Background: an optimization exercise with open tools, aiming at small area, a short achievable clock period and few clock cycles per item. Do not read the settings as production practice. Where RTL was checked, it was by simulation tests only, not by an equivalence proof against the original. Power is estimated from default activity; no workload was simulated.

==> flow/design.v <==
`timescale 1ns / 1ps
module booth_enc #(
    parameter W = 8
)(
    input  wire [W-1:0]   b,
    output wire [W/2-1:0] one,
    output wire [W/2-1:0] two,
    output wire [W/2-1:0] neg
);
    wire [W:0] bx = {b, 1'b0};
    genvar i;
    generate
        for (i = 0; i < W/2; i = i + 1) begin : dig
            assign one[i] = bx[2*i+1] ^ bx[2*i];
            assign two[i] = (bx[2*i+2] & ~bx[2*i+1] & ~bx[2*i]) |
                            (~bx[2*i+2] & bx[2*i+1] & bx[2*i]);
            assign neg[i] = bx[2*i+2];
        end
    endgenerate
endmodule
module mac_pe_8_bit #(
    parameter W = 8
)(
    input  wire clk,
    input  wire clear,
    input  wire [W-1:0] a,
    input  wire [W/2-1:0] one,
    input  wire [W/2-1:0] two,
    input  wire [W/2-1:0] neg,
    output reg  [2*W-1:0] product
);
    wire pp_0_0 = ((one[0] & a[0])) ^ neg[0];
    wire pp_0_1 = ((one[0] & a[1]) | (two[0] & a[0])) ^ neg[0];
    wire pp_0_2 = ((one[0] & a[2]) | (two[0] & a[1])) ^ neg[0];
    wire pp_0_3 = ((one[0] & a[3]) | (two[0] & a[2])) ^ neg[0];
    wire pp_0_4 = ((one[0] & a[4]) | (two[0] & a[3])) ^ neg[0];
    wire pp_0_5 = ((one[0] & a[5]) | (two[0] & a[4])) ^ neg[0];
    wire pp_0_6 = ((one[0] & a[6]) | (two[0] & a[5])) ^ neg[0];
    wire pp_0_7 = ((one[0] & a[7]) | (two[0] & a[6])) ^ neg[0];
    wire pp_0_8 = ~(((one[0] & a[7]) | (two[0] & a[7])) ^ neg[0]);
    wire pp_1_0 = ((one[1] & a[0])) ^ neg[1];
    wire pp_1_1 = ((one[1] & a[1]) | (two[1] & a[0])) ^ neg[1];
    wire pp_1_2 = ((one[1] & a[2]) | (two[1] & a[1])) ^ neg[1];
    wire pp_1_3 = ((one[1] & a[3]) | (two[1] & a[2])) ^ neg[1];
    wire pp_1_4 = ((one[1] & a[4]) | (two[1] & a[3])) ^ neg[1];
    wire pp_1_5 = ((one[1] & a[5]) | (two[1] & a[4])) ^ neg[1];
    wire pp_1_6 = ((one[1] & a[6]) | (two[1] & a[5])) ^ neg[1];
    wire pp_1_7 = ((one[1] & a[7]) | (two[1] & a[6])) ^ neg[1];
    wire pp_1_8 = ~(((one[1] & a[7]) | (two[1] & a[7])) ^ neg[1]);
    wire pp_2_0 = ((one[2] & a[0])) ^ neg[2];
    wire pp_2_1 = ((one[2] & a[1]) | (two[2] & a[0])) ^ neg[2];
    wire pp_2_2 = ((one[2] & a[2]) | (two[2] & a[1])) ^ neg[2];
    wire pp_2_3 = ((one[2] & a[3]) | (two[2] & a[2])) ^ neg[2];
    wire pp_2_4 = ((one[2] & a[4]) | (two[2] & a[3])) ^ neg[2];
    wire pp_2_5 = ((one[2] & a[5]) | (two[2] & a[4])) ^ neg[2];
    wire pp_2_6 = ((one[2] & a[6]) | (two[2] & a[5])) ^ neg[2];
    wire pp_2_7 = ((one[2] & a[7]) | (two[2] & a[6])) ^ neg[2];
    wire pp_2_8 = ~(((one[2] & a[7]) | (two[2] & a[7])) ^ neg[2]);
    wire pp_3_0 = ((one[3] & a[0])) ^ neg[3];
    wire pp_3_1 = ((one[3] & a[1]) | (two[3] & a[0])) ^ neg[3];
    wire pp_3_2 = ((one[3] & a[2]) | (two[3] & a[1])) ^ neg[3];
    wire pp_3_3 = ((one[3] & a[3]) | (two[3] & a[2])) ^ neg[3];
    wire pp_3_4 = ((one[3] & a[4]) | (two[3] & a[3])) ^ neg[3];
    wire pp_3_5 = ((one[3] & a[5]) | (two[3] & a[4])) ^ neg[3];
    wire pp_3_6 = ((one[3] & a[6]) | (two[3] & a[5])) ^ neg[3];
    wire pp_3_7 = ((one[3] & a[7]) | (two[3] & a[6])) ^ neg[3];
    wire pp_3_8 = ~(((one[3] & a[7]) | (two[3] & a[7])) ^ neg[3]);
    wire acc_0 = ~clear & product[0];
    wire acc_1 = ~clear & product[1];
    wire acc_2 = ~clear & product[2];
    wire acc_3 = ~clear & product[3];
    wire acc_4 = ~clear & product[4];
    wire acc_5 = ~clear & product[5];
    wire acc_6 = ~clear & product[6];
    wire acc_7 = ~clear & product[7];
    wire acc_8 = clear | product[8];
    wire acc_9 = ~clear & product[9];
    wire acc_10 = ~clear & product[10];
    wire acc_11 = ~clear & product[11];
    wire acc_12 = ~clear & product[12];
    wire acc_13 = ~clear & product[13];
    wire acc_14 = ~clear & product[14];
    wire acc_15 = ~clear & product[15];
    wire s0, c0;
    ha_cell u0 (.x(neg[2]), .y(acc_4), .s(s0), .co(c0));
    wire s1, c1;
    ha_cell u1 (.x(pp_0_5), .y(acc_5), .s(s1), .co(c1));
    wire s2, c2;
    fa_cell u2 (.x(pp_0_6), .y(neg[3]), .z(acc_6), .s(s2), .co(c2));
    wire s3, c3;
    ha_cell u3 (.x(pp_2_2), .y(pp_1_4), .s(s3), .co(c3));
    wire s4, c4;
    fa_cell u4 (.x(pp_1_5), .y(pp_0_7), .z(acc_7), .s(s4), .co(c4));
    wire s5, c5;
    ha_cell u5 (.x(pp_3_1), .y(pp_2_3), .s(s5), .co(c5));
    wire s6, c6;
    fa_cell u6 (.x(pp_1_6), .y(pp_0_8), .z(acc_8), .s(s6), .co(c6));
    wire s7, c7;
    ha_cell u7 (.x(pp_3_2), .y(pp_2_4), .s(s7), .co(c7));
    wire s8, c8;
    fa_cell u8 (.x(pp_2_5), .y(pp_1_7), .z(acc_9), .s(s8), .co(c8));
    wire s9, c9;
    ha_cell u9 (.x(pp_1_8), .y(acc_10), .s(s9), .co(c9));
    wire s10, c10;
    ha_cell u10 (.x(neg[1]), .y(acc_2), .s(s10), .co(c10));
    wire s11, c11;
    ha_cell u11 (.x(pp_0_3), .y(acc_3), .s(s11), .co(c11));
    wire s12, c12;
    fa_cell u12 (.x(pp_1_2), .y(pp_0_4), .z(s0), .s(s12), .co(c12));
    wire s13, c13;
    fa_cell u13 (.x(pp_2_1), .y(pp_1_3), .z(c0), .s(s13), .co(c13));
    wire s14, c14;
    fa_cell u14 (.x(s3), .y(c1), .z(pp_3_0), .s(s14), .co(c14));
    wire s15, c15;
    fa_cell u15 (.x(c2), .y(s5), .z(c3), .s(s15), .co(c15));
    wire s16, c16;
    fa_cell u16 (.x(c4), .y(s7), .z(c5), .s(s16), .co(c16));
    wire s17, c17;
    fa_cell u17 (.x(c6), .y(c7), .z(pp_3_3), .s(s17), .co(c17));
    wire s18, c18;
    fa_cell u18 (.x(s9), .y(pp_3_4), .z(pp_2_6), .s(s18), .co(c18));
    wire s19, c19;
    fa_cell u19 (.x(pp_3_5), .y(pp_2_7), .z(acc_11), .s(s19), .co(c19));
    wire s20, c20;
    ha_cell u20 (.x(pp_2_8), .y(acc_12), .s(s20), .co(c20));
    wire s21, c21;
    ha_cell u21 (.x(neg[0]), .y(acc_0), .s(s21), .co(c21));
    wire s22, c22;
    ha_cell u22 (.x(pp_0_1), .y(acc_1), .s(s22), .co(c22));
    wire s23, c23;
    fa_cell u23 (.x(pp_1_0), .y(pp_0_2), .z(s10), .s(s23), .co(c23));
    wire s24, c24;
    fa_cell u24 (.x(s11), .y(pp_1_1), .z(c10), .s(s24), .co(c24));
    wire s25, c25;
    fa_cell u25 (.x(s12), .y(c11), .z(pp_2_0), .s(s25), .co(c25));
    wire s26, c26;
    fa_cell u26 (.x(s13), .y(c12), .z(s1), .s(s26), .co(c26));
    wire s27, c27;
    fa_cell u27 (.x(s14), .y(s2), .z(c13), .s(s27), .co(c27));
    wire s28, c28;
    fa_cell u28 (.x(s15), .y(c14), .z(s4), .s(s28), .co(c28));
    wire s29, c29;
    fa_cell u29 (.x(s16), .y(c15), .z(s6), .s(s29), .co(c29));
    wire s30, c30;
    fa_cell u30 (.x(s17), .y(c16), .z(s8), .s(s30), .co(c30));
    wire s31, c31;
    fa_cell u31 (.x(c17), .y(s18), .z(c8), .s(s31), .co(c31));
    wire s32, c32;
    fa_cell u32 (.x(c18), .y(s19), .z(c9), .s(s32), .co(c32));
    wire s33, c33;
    fa_cell u33 (.x(c19), .y(s20), .z(pp_3_6), .s(s33), .co(c33));
    wire s34, c34;
    fa_cell u34 (.x(c20), .y(pp_3_7), .z(acc_13), .s(s34), .co(c34));
    wire s35, c35;
    ha_cell u35 (.x(pp_3_8), .y(acc_14), .s(s35), .co(c35));
    wire [15:0] row0 = {acc_15, s35, s34, s33, s32, s31, s30, s29, s28, s27, s26, s25, s24, s23, s22, pp_0_0};
    wire [15:0] row1 = {c35, c34, c33, c32, c31, c30, c29, c28, c27, c26, c25, c24, c23, c22, c21, s21};
    always @(posedge clk)
        product <= row0 + row1;
endmodule
module fa_cell (input wire x, input wire y, input wire z, output wire s, output wire co);
    assign s  = x ^ y ^ z;
    assign co = (x & y) | (x & z) | (y & z);
endmodule
module ha_cell (input wire x, input wire y, output wire s, output wire co);
    assign s  = x ^ y;
    assign co = x & y;
endmodule
module xfa_cell (input wire x, input wire y, input wire z, output wire s, output wire co);
    wire t;
    xor_cell u0 (.x(x), .y(y), .o(t));
    xor_cell u1 (.x(t), .y(z), .o(s));
    maj_cell u2 (.x(x), .y(y), .z(z), .o(co));
endmodule
module xor_cell (input wire x, input wire y, output wire o);
    assign o = x ^ y;
endmodule
module maj_cell (input wire x, input wire y, input wire z, output wire o);
    assign o = (x & y) | (x & z) | (y & z);
endmodule
`timescale 1ns / 1ps
module array #(
    parameter W = 8
)(
    input  wire clk,
    input  wire rst,
    input  wire start,
    input  wire signed [3*W-1:0] a,
    input  wire signed [3*W-1:0] b,
    output wire signed [9*2*W-1:0] result,
    output reg  result_valid
);
    reg beat1, beat2;
    reg accumulate;
    always @(posedge clk) begin
        if (rst) begin
            beat1        <= 1'b0;
            beat2        <= 1'b0;
            accumulate   <= 1'b0;
            result_valid <= 1'b0;
        end else begin
            beat1        <= start;
            beat2        <= beat1;
            accumulate   <= start | beat1;
            result_valid <= beat2;
        end
    end
    genvar i, j;
    generate
        for (j = 0; j < 3; j = j + 1) begin : enc
            wire [W/2-1:0] one, two, neg;
            booth_enc #(.W(W)) E (
                .b  (b[j*W +: W]),
                .one(one),
                .two(two),
                .neg(neg)
            );
        end
        for (i = 0; i < 3; i = i + 1) begin : row
            for (j = 0; j < 3; j = j + 1) begin : col
                mac_pe_8_bit PE (
                    .clk    (clk),
                    .clear  (~accumulate),
                    .a      (a[i*W +: W]),
                    .one    (enc[j].one),
                    .two    (enc[j].two),
                    .neg    (enc[j].neg),
                    .product(result[(i*3 + j)*2*W +: 2*W])
                );
            end
        end
    endgenerate
endmodule
export LEC_CHECK = 0
export CAP_MARGIN = 20
export CORE_MARGIN = 2
export CORE_UTILIZATION = 40
export CTS_BUF_LIST = sky130_fd_sc_hd__clkbuf_4 sky130_fd_sc_hd__clkbuf_8
export SETUP_SLACK_MARGIN = 1.95
export SLEW_MARGIN = 20
export SYNTH_HIERARCHICAL = 1
export SYNTH_MINIMUM_KEEP_SIZE = 0
create_clock -name core_clock -period 6.5 [get_ports {clk}]
standard.sh (not shown) runs the stock make flow with config.mk's settings and CLKGATE_MAP_FILE= SYNTH_SCRIPT=/design/flow/synth_recipe.tcl, a recipe that flattens the netlist after the stock synthesis.
==> flow/flow/run.sh <==
#!/bin/bash
# The standard layout (the standard.sh, standard synthesis unchanged), with
# the port buffers that ORFS inserts before global placement made of the
# smallest plain buffer instead of ORFS's default choice; repair steps resize
# them where timing needs it.
set -euo pipefail
bash standard.sh "BUFFER_PORTS_ARGS=-buffer_cell sky130_fd_sc_hd__buf_1" finish > standard.log 2>&1
Then changed:
--- a/flow/design.v
+++ b/flow/design.v
@@ -124,9 +124,9 @@
     wire s20, c20;
     ha_cell u20 (.x(pp_2_8), .y(acc_12), .s(s20), .co(c20));
     wire s21, c21;
-    ha_cell u21 (.x(neg[0]), .y(acc_0), .s(s21), .co(c21));
+    fa_cell u21 (.x(pp_0_0), .y(neg[0]), .z(acc_0), .s(s21), .co(c21));
     wire s22, c22;
-    ha_cell u22 (.x(pp_0_1), .y(acc_1), .s(s22), .co(c22));
+    fa_cell u22 (.x(c21), .y(pp_0_1), .z(acc_1), .s(s22), .co(c22));
     wire s23, c23;
     fa_cell u23 (.x(pp_1_0), .y(pp_0_2), .z(s10), .s(s23), .co(c23));
     wire s24, c24;
@@ -153,8 +153,8 @@
     fa_cell u34 (.x(c20), .y(pp_3_7), .z(acc_13), .s(s34), .co(c34));
     wire s35, c35;
     ha_cell u35 (.x(pp_3_8), .y(acc_14), .s(s35), .co(c35));
-    wire [15:0] row0 = {acc_15, s35, s34, s33, s32, s31, s30, s29, s28, s27, s26, s25, s24, s23, s22, pp_0_0};
-    wire [15:0] row1 = {c35, c34, c33, c32, c31, c30, c29, c28, c27, c26, c25, c24, c23, c22, c21, s21};
+    wire [15:0] row0 = {acc_15, s35, s34, s33, s32, s31, s30, s29, s28, s27, s26, s25, s24, s23, s22, s21};
+    wire [15:0] row1 = {c35, c34, c33, c32, c31, c30, c29, c28, c27, c26, c25, c24, c23, c22, 1'b0, 1'b0};
     always @(posedge clk)
         product <= row0 + row1;
 endmodule
What happened: The changed run finished with timing, DRC and antenna clean; global-route usage goes up by 0.33 points; clock-buffer cell count fell by 4; utilization rises by 0.49 points; power falls by 5.2%; setup slack got worse by 0.082 ns; first-iteration DRC count fell by 18%; hold slack hardly moves; design area came out lower by 1.9%; critical path depth goes down by 1; area after synthesis is lower by 3.7%; wire length shrinks by 0.68%.
Testbench counts after the change, summed over its fixed seeds: cycles 14,408, items 4,800.
No functional check of the RTL was part of the first run of this note.

## afterwards: timing with drivers on the ports
In the flow no input, the clock included, has a driving cell. The finished layouts below were timed again as built, in two steps. Step 1 sets driving cells, clkbuf_16 on the clock port and buf_2 on the other inputs (assumed; they add their load-dependent delay and slew). Step 2 adds t to the input delays and takes it off the output delays; t is the mean of the earliest and latest rising clock arrival at the registers after step 1. Input paths then give back, and output paths get back, about the clock's delay inside the block. Three values: no drivers, after step 1, after step 2; two values: the first two.
| run | t, ns | slack for setup (ns) | worst setup path at the end | clock arrival spread, ns | worst register clock-pin slew, ns |
|---|---|---|---|---|---|
| the first run | 0.631 | 2.019 / 2.032 / 1.400 | input to register | 0.019 / 0.019 | 0.10 / 0.10 |
| the second run | 0.629 | 1.937 / 1.971 / 1.341 | input to register | 0.027 / 0.027 | 0.11 / 0.11 |
After both steps setup and hold are still met in every run listed. The setup slack of the first run, which loses most, moves by +0.013 ns with the drivers and by -0.619 ns with both steps.
